This is an optimization exercise on Yosys and OpenROAD, whose aim is small area, not a production implementation.
The RTL was checked by simulation tests, not by an equivalence proof against the original design.
Power figures rest on the tool's default switching activity, not on a simulated workload.

File: run.sh
#!/bin/bash
# synth_recipe.tcl (not shown) runs the flow's synth.tcl, then flattens the netlist and writes it again
# the make line also repeats each setting of config.mk as NAME=value (left out here)
make -C /OpenROAD-flow-scripts/flow DESIGN_CONFIG=/design/flow/config.mk WORK_HOME=/design/flow/orfs CLKGATE_MAP_FILE= SYNTH_SCRIPT=/design/flow/synth_recipe.tcl finish
File: config.mk
export PLATFORM = sky130hd
export DESIGN_NAME = circuit
export DESIGN_NICKNAME = circuit
export VERILOG_FILES = /design/flow/design.v
export SDC_FILE = /design/flow/constraint.sdc
export NUM_CORES = 4
export LEC_CHECK = 0
export CAP_MARGIN = 20
export CORE_MARGIN = 2
export CORE_UTILIZATION = 40
export SLEW_MARGIN = 20
File: constraint.sdc
create_clock -name core_clock -period 8.0 [get_ports {clk}]
set_input_delay 1.6000 -clock core_clock [delete_from_list [all_inputs] [get_ports {clk}]]
set_output_delay 1.6000 -clock core_clock [all_outputs]
set_load 0.01 [all_outputs]
File: design.v
module reg_and_mux_18bits(in,out,enclk,rst,clk);
parameter width=18;
parameter sel=0;
parameter RSTTYPE="SYNC";
input clk,rst,enclk;
input [17:0] in;
output [17:0] out;
reg [17:0] in_reg;
    generate
    if (RSTTYPE == "ASYNC") begin 
        always @(posedge clk or posedge rst) begin
            if(enclk==1'b1) begin
            if (rst)
                in_reg <= {width{1'b0}};
            else
                in_reg <= in;
        end
        end
    end else begin 
        always @(posedge clk) begin
            if(enclk==1'b1) begin
            if (rst)
                in_reg <= {width{1'b0}};
            else
                in_reg <= in;
            end
        end
    end
     endgenerate
assign out = (sel==1'b1)? in_reg:in;
endmodule
module reg_and_mux_1(in,out,enclk,rst,clk);
parameter sel=0;
parameter RSTTYPE="SYNC";
input clk,rst,enclk;
input in;
output out;
reg clk_enable;
reg in_reg;
    generate
    if (RSTTYPE == "ASYNC") begin 
        always @(posedge clk or posedge rst) begin
            if(enclk==1'b1) begin
            if (rst)
                in_reg <= 1'b0;
            else
                in_reg <= in;
            end
        end
    end else begin 
        always @(posedge clk) begin
            if(enclk==1'b1) begin
            if (rst)
                in_reg <= 1'b0;
            else
                in_reg <= in;
            end
        end
    end
     endgenerate
assign out = (sel==1'b1)? in_reg:in;
endmodule
module reg_and_mux_36bits(in,out,enclk,rst,clk);
parameter width=36;
parameter sel=0;
parameter RSTTYPE="SYNC";
input clk,rst,enclk;
input [35:0] in;
output [35:0] out;
reg [35:0] in_reg;
    generate
    if (RSTTYPE == "ASYNC") begin 
        always @(posedge clk or posedge rst) begin
            if(enclk==1'b1) begin
            if (rst)
                in_reg <= {width{1'b0}};
            else
                in_reg <= in;
        end
        end
    end else begin 
        always @(posedge clk) begin
            if(enclk==1'b1) begin
            if (rst)
                in_reg <= {width{1'b0}};
            else
                in_reg <= in;
            end
        end
    end
     endgenerate
assign out = (sel==1'b1)? in_reg:in;
endmodule
module reg_and_mux_48bits(in,out,enclk,rst,clk);
parameter width=48;
parameter sel=0;
parameter RSTTYPE="SYNC";
input clk,rst,enclk;
input [47:0] in;
output [47:0] out;
reg [47:0] in_reg;
    generate
    if (RSTTYPE == "ASYNC") begin 
        always @(posedge clk or posedge rst) begin
            if(enclk==1'b1) begin
            if (rst)
                in_reg <= {width{1'b0}};
            else
                in_reg <= in;
        end
        end
    end else begin 
        always @(posedge clk) begin
            if(enclk==1'b1) begin
            if (rst)
                in_reg <= {width{1'b0}};
            else
                in_reg <= in;
            end
        end
    end
     endgenerate
assign out = (sel==1'b1)? in_reg:in;
endmodule
module reg_and_mux_8bits(in,out,enclk,rst,clk);
parameter width=8;
parameter sel=0;
parameter RSTTYPE="SYNC";
input clk,rst,enclk;
input [7:0] in;
output [7:0] out;
reg [7:0] in_reg;
    generate
    if (RSTTYPE == "ASYNC") begin 
        always @(posedge clk or posedge rst) begin
            if(enclk==1'b1) begin
            if (rst)
                in_reg <= {width{1'b0}};
            else
                in_reg <= in;
        end
        end
    end else begin 
        always @(posedge clk) begin
            if(enclk==1'b1) begin
            if (rst)
                in_reg <= {width{1'b0}};
            else
                in_reg <= in;
            end
        end
    end
     endgenerate
assign out = (sel==1'b1)? in_reg:in;
endmodule
module circuit
(A,B,B_CIN,C,D,CARRYIN,M,P,CARRYOUT,CARRYOUTF,
clk,OPMODE,CEA,CEB,CEC,CECARRYIN,CED,CEM,
CEOPMODE,CEP,RSTA,RSTB,RSTC,RSTCARRYIN,RSTD,
RSTM,RSTOPMODE,RSTP,BCOUT,PCIN,PCOUT);
parameter width=48;
parameter A0REG=0;
parameter A1REG=1;
parameter B0REG=0;
parameter B1REG=1;
parameter CREG=1;
parameter DREG=1;
parameter MREG=1;
parameter PREG=1;
parameter CARRYINREG=1;
parameter CARRYOUTREG=1;
parameter OPMODEREG=1;
parameter B_INPUT="DIRECT";
parameter CARRYINSEL="OPMODE5" ;
parameter RSTTYPE="SYNC";
input [17:0] A,B,D,B_CIN;
input [7:0] OPMODE;
input [47:0] C,PCIN;
input clk,CARRYIN,RSTA,RSTB,RSTM,RSTP,RSTC,
RSTD,RSTCARRYIN,RSTOPMODE,CEA,CEB,CEM,CEP,
CEC,CED,CECARRYIN,CEOPMODE;
output  [17:0]  BCOUT;
output  [47:0]  P,PCOUT;
output  [35:0]  M;
output  CARRYOUT,CARRYOUTF;
wire [17:0] A2;
wire [17:0] B2;
wire [17:0] D2;
wire [47:0] C2;
wire [17:0] A3;
wire [17:0] B3;
wire [17:0] BD;
wire [17:0] BD1;
wire [17:0] BD2;
wire[35:0] M1;
wire [35:0] M2;
wire CYL1;
wire CIN;
wire [47:0] A_SEL;
wire [47:0] A_SEL2;
wire [47:0] P1;
wire [47:0] P2;
wire CYO1;
wire [7:0] OPMODE2;
reg_and_mux_8bits  #(.RSTTYPE(RSTTYPE),.sel(OPMODEREG)) OPMODE_REG(.in(OPMODE),.out(OPMODE2),.enclk(CEOPMODE),.rst(RSTOPMODE),.clk(clk));
reg_and_mux_18bits #(.RSTTYPE(RSTTYPE),.sel(A0REG)) A0_REG(.in(A),.out(A2),.enclk(CEA),.rst(RSTA),.clk(clk));
reg_and_mux_18bits #(.RSTTYPE(RSTTYPE),.sel(B0REG)) B0_REG(.in(B2),.out(B3),.enclk(CEB),.rst(RSTB),.clk(clk));
reg_and_mux_18bits #(.RSTTYPE(RSTTYPE),.sel(DREG)) D_REG(.in(D),.out(D2),.enclk(CED),.rst(RSTD),.clk(clk));
reg_and_mux_48bits #(.RSTTYPE(RSTTYPE),.sel(CREG)) C_REG(.in(C),.out(C2),.enclk(CEC),.rst(RSTC),.clk(clk));
reg_and_mux_18bits #(.RSTTYPE(RSTTYPE),.sel(A1REG)) A1_REG(.in(A2),.out(A3),.enclk(CEA),.rst(RSTA),.clk(clk));
reg_and_mux_18bits #(.RSTTYPE(RSTTYPE),.sel(B1REG)) B1_REG(.in(BD1),.out(BD2),.enclk(CEB),.rst(RSTB),.clk(clk));
reg_and_mux_36bits #(.RSTTYPE(RSTTYPE),.sel(MREG)) M_REG(.in(M1),.out(M2),.enclk(CEM),.rst(RSTM),.clk(clk));
reg_and_mux_1 #(.RSTTYPE(RSTTYPE),.sel(CARRYINREG)) CYL(.in(CYL1),.out(CIN),.enclk(CECARRYIN),.rst(RSTCARRYIN),.clk(clk));
reg_and_mux_48bits #(.RSTTYPE(RSTTYPE),.sel(PREG)) P_REG(.in(P1),.out(P2),.enclk(CEP),.rst(RSTP),.clk(clk));
reg_and_mux_1 #(.RSTTYPE(RSTTYPE),.sel(CARRYOUTREG)) CYO(.in(CIN),.out(CYO1),.enclk(CECARRYIN),.rst(RSTCARRYIN),.clk(clk));
assign B2 =(B_INPUT=="DIRECT")? B:B_CIN;
assign BD = (OPMODE2[6]==1'b0)? (D2+B3):(D2-B3);
assign BD1 = (OPMODE2[4]==1'b1)? BD:B3;
assign BCOUT = BD2;
assign M1 = A3*BD2;
assign M = (MREG==1'b1)? M2:M1;
assign CYL1 = (CARRYINSEL=="OPMODE5")? 
OPMODE2[5]:(CARRYINSEL=="CARRYIN")? 
CARRYIN:1'b0;
assign A_SEL = (OPMODE2[1:0]==2'b01)?
{12'b0000_0000_0000,M2}:(OPMODE2[1:0]==2'b10)?
PCOUT:(OPMODE2[1:0]==2'b11)?
{D,A,B}:{width{1'b0}};
assign A_SEL2 = (OPMODE2[3:2]==2'b01)?
PCIN:(OPMODE2[3:2]==2'b10)?
PCOUT:(OPMODE2[3:2]==2'b11)?
C2:{width{1'b0}};
assign P1 = (OPMODE2[7]==1'b1)? (A_SEL2-(A_SEL+CIN)):(A_SEL2+A_SEL);
assign P = P2;
assign PCOUT = P2;
assign CARRYOUT = CYO1;
assign CARRYOUTF = CYO1;
endmodule
==> impl_metrics.env <==
export IMPL_placeableCoreArea_um2=68200
export IMPL_synthXorXnorAreaFrac=0.0421
export IMPL_finClkSkew_ns=0.0196
export IMPL_fin_crit_ns=7.17
export IMPL_p_per_area_nw_per_um2=450
export IMPL_final_fill_count=6553
export IMPL_clock_fmax_ghz=0.140
export IMPL_route_detailed_drc=0
export IMPL_seqCellArea_um2=5890
export IMPL_r2r_slack_ns=0.83
export IMPL_grt_met3_usage=0.0223
export IMPL_synth_avg_cell_area_um2=9.17
export IMPL_yosys_area_top_type="edfxtp_1"
export IMPL_postSynth_asyncResetShare=0
export IMPL_port_buffers=326
export IMPL_crit_path_end_kind="flip-flop"
export IMPL_synth_flop_cell="edfxtp_1"
export IMPL_postCtsSetupBuffers=0
export IMPL_die_h_um=266
export IMPL_rsz0062_at_grt="false"
export IMPL_setup_violations=0
export IMPL_synth_cell_type_count=84
export IMPL_place_gp_congestion=0.959
export IMPL_drive_gt1_frac=0.0569
export IMPL_p_leak_nw=14.3
export IMPL_grt_max_degree=62
export IMPL_relSlewSlack=0.319
export IMPL_initial_utilization=0.402
export IMPL_cts_hold_buffers_added=0
export IMPL_hold_class="reg2reg"
export IMPL_synth_simple_area_share=0.155
export IMPL_cts_buffer_depth=2
export IMPL_cts_resized=0
export IMPL_yosysWarnings=6
export IMPL_synth_top_family_by_area="adder cells"
export IMPL_final_cell_mix="inv_1 (439), clkdlybuf4s50_1 (322), ha_1 (265)"
export IMPL_ys_seq_area_frac=0.214
export IMPL_cts_root_buf="clkbuf_16"
export IMPL_wl_per_cell_um=21.7
export IMPL_timing_final_crit_share=0.896
export IMPL_final_hold_viol_count=0
export IMPL_mostFrequentLayoutCell="inv_1"
export IMPL_tritoncts="done"
export IMPL_muxShareOfSynthArea=0.0455
export IMPL_finalSetupTns_ns=0
export IMPL_syn_inst=2991
export IMPL_rows=96
export IMPL_grt_ovfl_total=0
export IMPL_dp_hpwl_um=71700
export IMPL_clkSinkCount=196
export IMPL_antenna_found_initial=4
export IMPL_numCtsBuffers=17
export IMPL_synth_compound_area_frac=0.141
export IMPL_drtAntennaViolNets=0
export IMPL_status="no timing/DRC/antenna violations"
export IMPL_io_pin_count=346
export IMPL_syn_nets=3710
export IMPL_grt_pass1_wl_um=138000
export IMPL_gr_max_usage_layer="met2"
export IMPL_dr_total_vias=22388
export IMPL_htree_levels=4
export IMPL_multi_input_area_um2=19100
export IMPL_clock_latency_ns=0.49
export IMPL_dieWidth_um=266
export IMPL_clk_pin_slew_ns=0.09
export IMPL_synth_top_area_share=0.214
export IMPL_drtIter0Drc=1658
export IMPL_arrival_ns=7.39
export IMPL_max_cap_viol_count=0
export IMPL_die_area_um2=70700
export IMPL_fin_nets=3904
export IMPL_syn_to_final_growth_pct=15.9
export IMPL_irDropWorstVdd_v=0.000510
export IMPL_grt_pass1_vias=23605
export IMPL_required_ns=8.22
export IMPL_avgViaCountPerCell=5.49
export IMPL_totalWireLength_um=88600
export IMPL_use_met2=0.444
export IMPL_path_max_fanout=19
export IMPL_synth_edf_count=196
export IMPL_yosys_area_share_adder=0.311
export IMPL_ys_seq_elements=196
export IMPL_slew_violations=0
export IMPL_first_pass_iters=6
export IMPL_critical_path_class="reg2reg"
export IMPL_grtUsageMet1=0.324
export IMPL_synthTopCellsByArea="edfxtp_1 (21%), fa_1 (19%), ha_1 (12%)"
export IMPL_grt_util_all_layers=0.254
export IMPL_critPathLaunchType="flip-flop"
export IMPL_hold_slack_ns=0.559
export IMPL_worstMarginPinSlew_ns=1.02
export IMPL_syn_area_um2=27400
## path summary, 6_finish.rpt
path	from	endpoint	cells past startpoint
worst min-delay path	OPMODE_REG.in_reg[5]$_SDFFCE_PP0P_	CYL.in_reg$_SDFFCE_PP0P_	1
worst max-delay path	B1_REG.in_reg[6]$_SDFFCE_PP0P_	M_REG.in_reg[30]$_SDFFCE_PP0P_	21
worst min register to register	OPMODE_REG.in_reg[5]$_SDFFCE_PP0P_	CYL.in_reg$_SDFFCE_PP0P_	1
worst max register to register	B1_REG.in_reg[6]$_SDFFCE_PP0P_	M_REG.in_reg[30]$_SDFFCE_PP0P_	21
## cell type report
class | instances | area share
Multi-Input combinational cell | 2176 | 0.599
Sequential cell | 196 | 0.185
Timing Repair Buffer | 354 | 0.109
Inverter | 440 | 0.0519
Tap cell | 882 | 0.0347
Clock buffer | 17 | 0.0134
Clock inverter | 15 | 0.00696
Antenna cell | 1 | 0.0000787
## routing by layer
layer / part of all wire / vias to the layer above
met4: 0.039 / 0
met1: 0.42 / 11208
li1: - / 10325
met5: 0 / -
met2: 0.49 / 720
met3: 0.047 / 135
## stage by stage
step	util	std cells	instance area (µm²)	total power [mW]	setup slack (ns)
final	0.466	4081	31800	14.3	0.834
after global routing	0.466	4081	31800	15.7	0.440
after CTS	0.466	4080	31800	14.4	0.833
after detailed placement	0.457	4048	31200	13.2	0.900
after global placement	0.457	4048	31200	13.2	0.939
after floorplan	-	2991	27400	9.54	1.70
## worst max-delay path, stage by stage, from the launching register on
cell and delay [ns]:
edfxtp_1 0.80, and2_1 0.34, fa_1 0.55, inv_1 0.05
fa_1 0.47, fa_1 0.52, fa_1 0.56, inv_1 0.05
fa_1 0.49, inv_1 0.05, fa_1 0.47, inv_1 0.05
ha_1 0.35, a21o_1 0.19, a221oi_1 0.37, o21ai_0 0.17
a211oi_1 0.31, nor3b_1 0.30, o31ai_1 0.19, o41ai_1 0.32
xor2_1 0.20, nor2_1 0.06
## cell families after synthesis
family,Yosys count
xor gates and xnor gates,132
buffers and inverters,619
and+or+nand+nor,857
muxes,114
adders and majority gates,525
DFF,196
AOI/OAI and AO/OA,548
## power by group
| part | switching, mW | total, mW | internal (mW) |
|---|---|---|---|
| Sequential | 0.377 | 1.93 | 1.56 |
| Combinational | 6.80 | 11.4 | 4.61 |
| Clock | 0.493 | 0.955 | 0.462 |
| Total | 7.67 | 14.3 | 6.63 |
## cells in the mapped netlist (all sizes together), types with 14 or more instances
cell type and instances:
inv 439, ha 265, nand2 263, fa 260, edfxtp 196, nor2 171
and2 150, a21oi 132, nor2b 124, clkbuf 121, xnor2 93, mux2 87
a21o 77, a22o 67, o21ai 66, buf 58, xor2 39, nor3 35
nand3 31, a211oi 29, mux2i 27, o21bai 26, a31oi 19, a22oi 18
o211ai 17, nand4 16, o31ai 14

## static timing again, ports no longer ideal
How much do the figures lean on ideal ports? The routed layout below was timed once more, with nothing changed but the port constraints.
Step 1 sets driving cells, clkbuf_16 on the clock port and buf_2 on the other inputs (assumed; they add their load-dependent delay and slew).
Step 2, shift: input delay + t, output delay - t, t = (earliest + latest rising clock arrival at the registers) / 2. This alone moves slack from input paths to output paths.
a / b / c = ideal ports / drivers / drivers and shift; a / b = the first two.
t (ns): 0.535
setup slack, ns: 0.834 / 0.834 / 0.834
cell pins on the clock port's net: 1
After both steps this run still meets setup and hold. For this run, drivers alone change the setup slack by 0.000 ns; drivers and shift together by 0.000 ns.
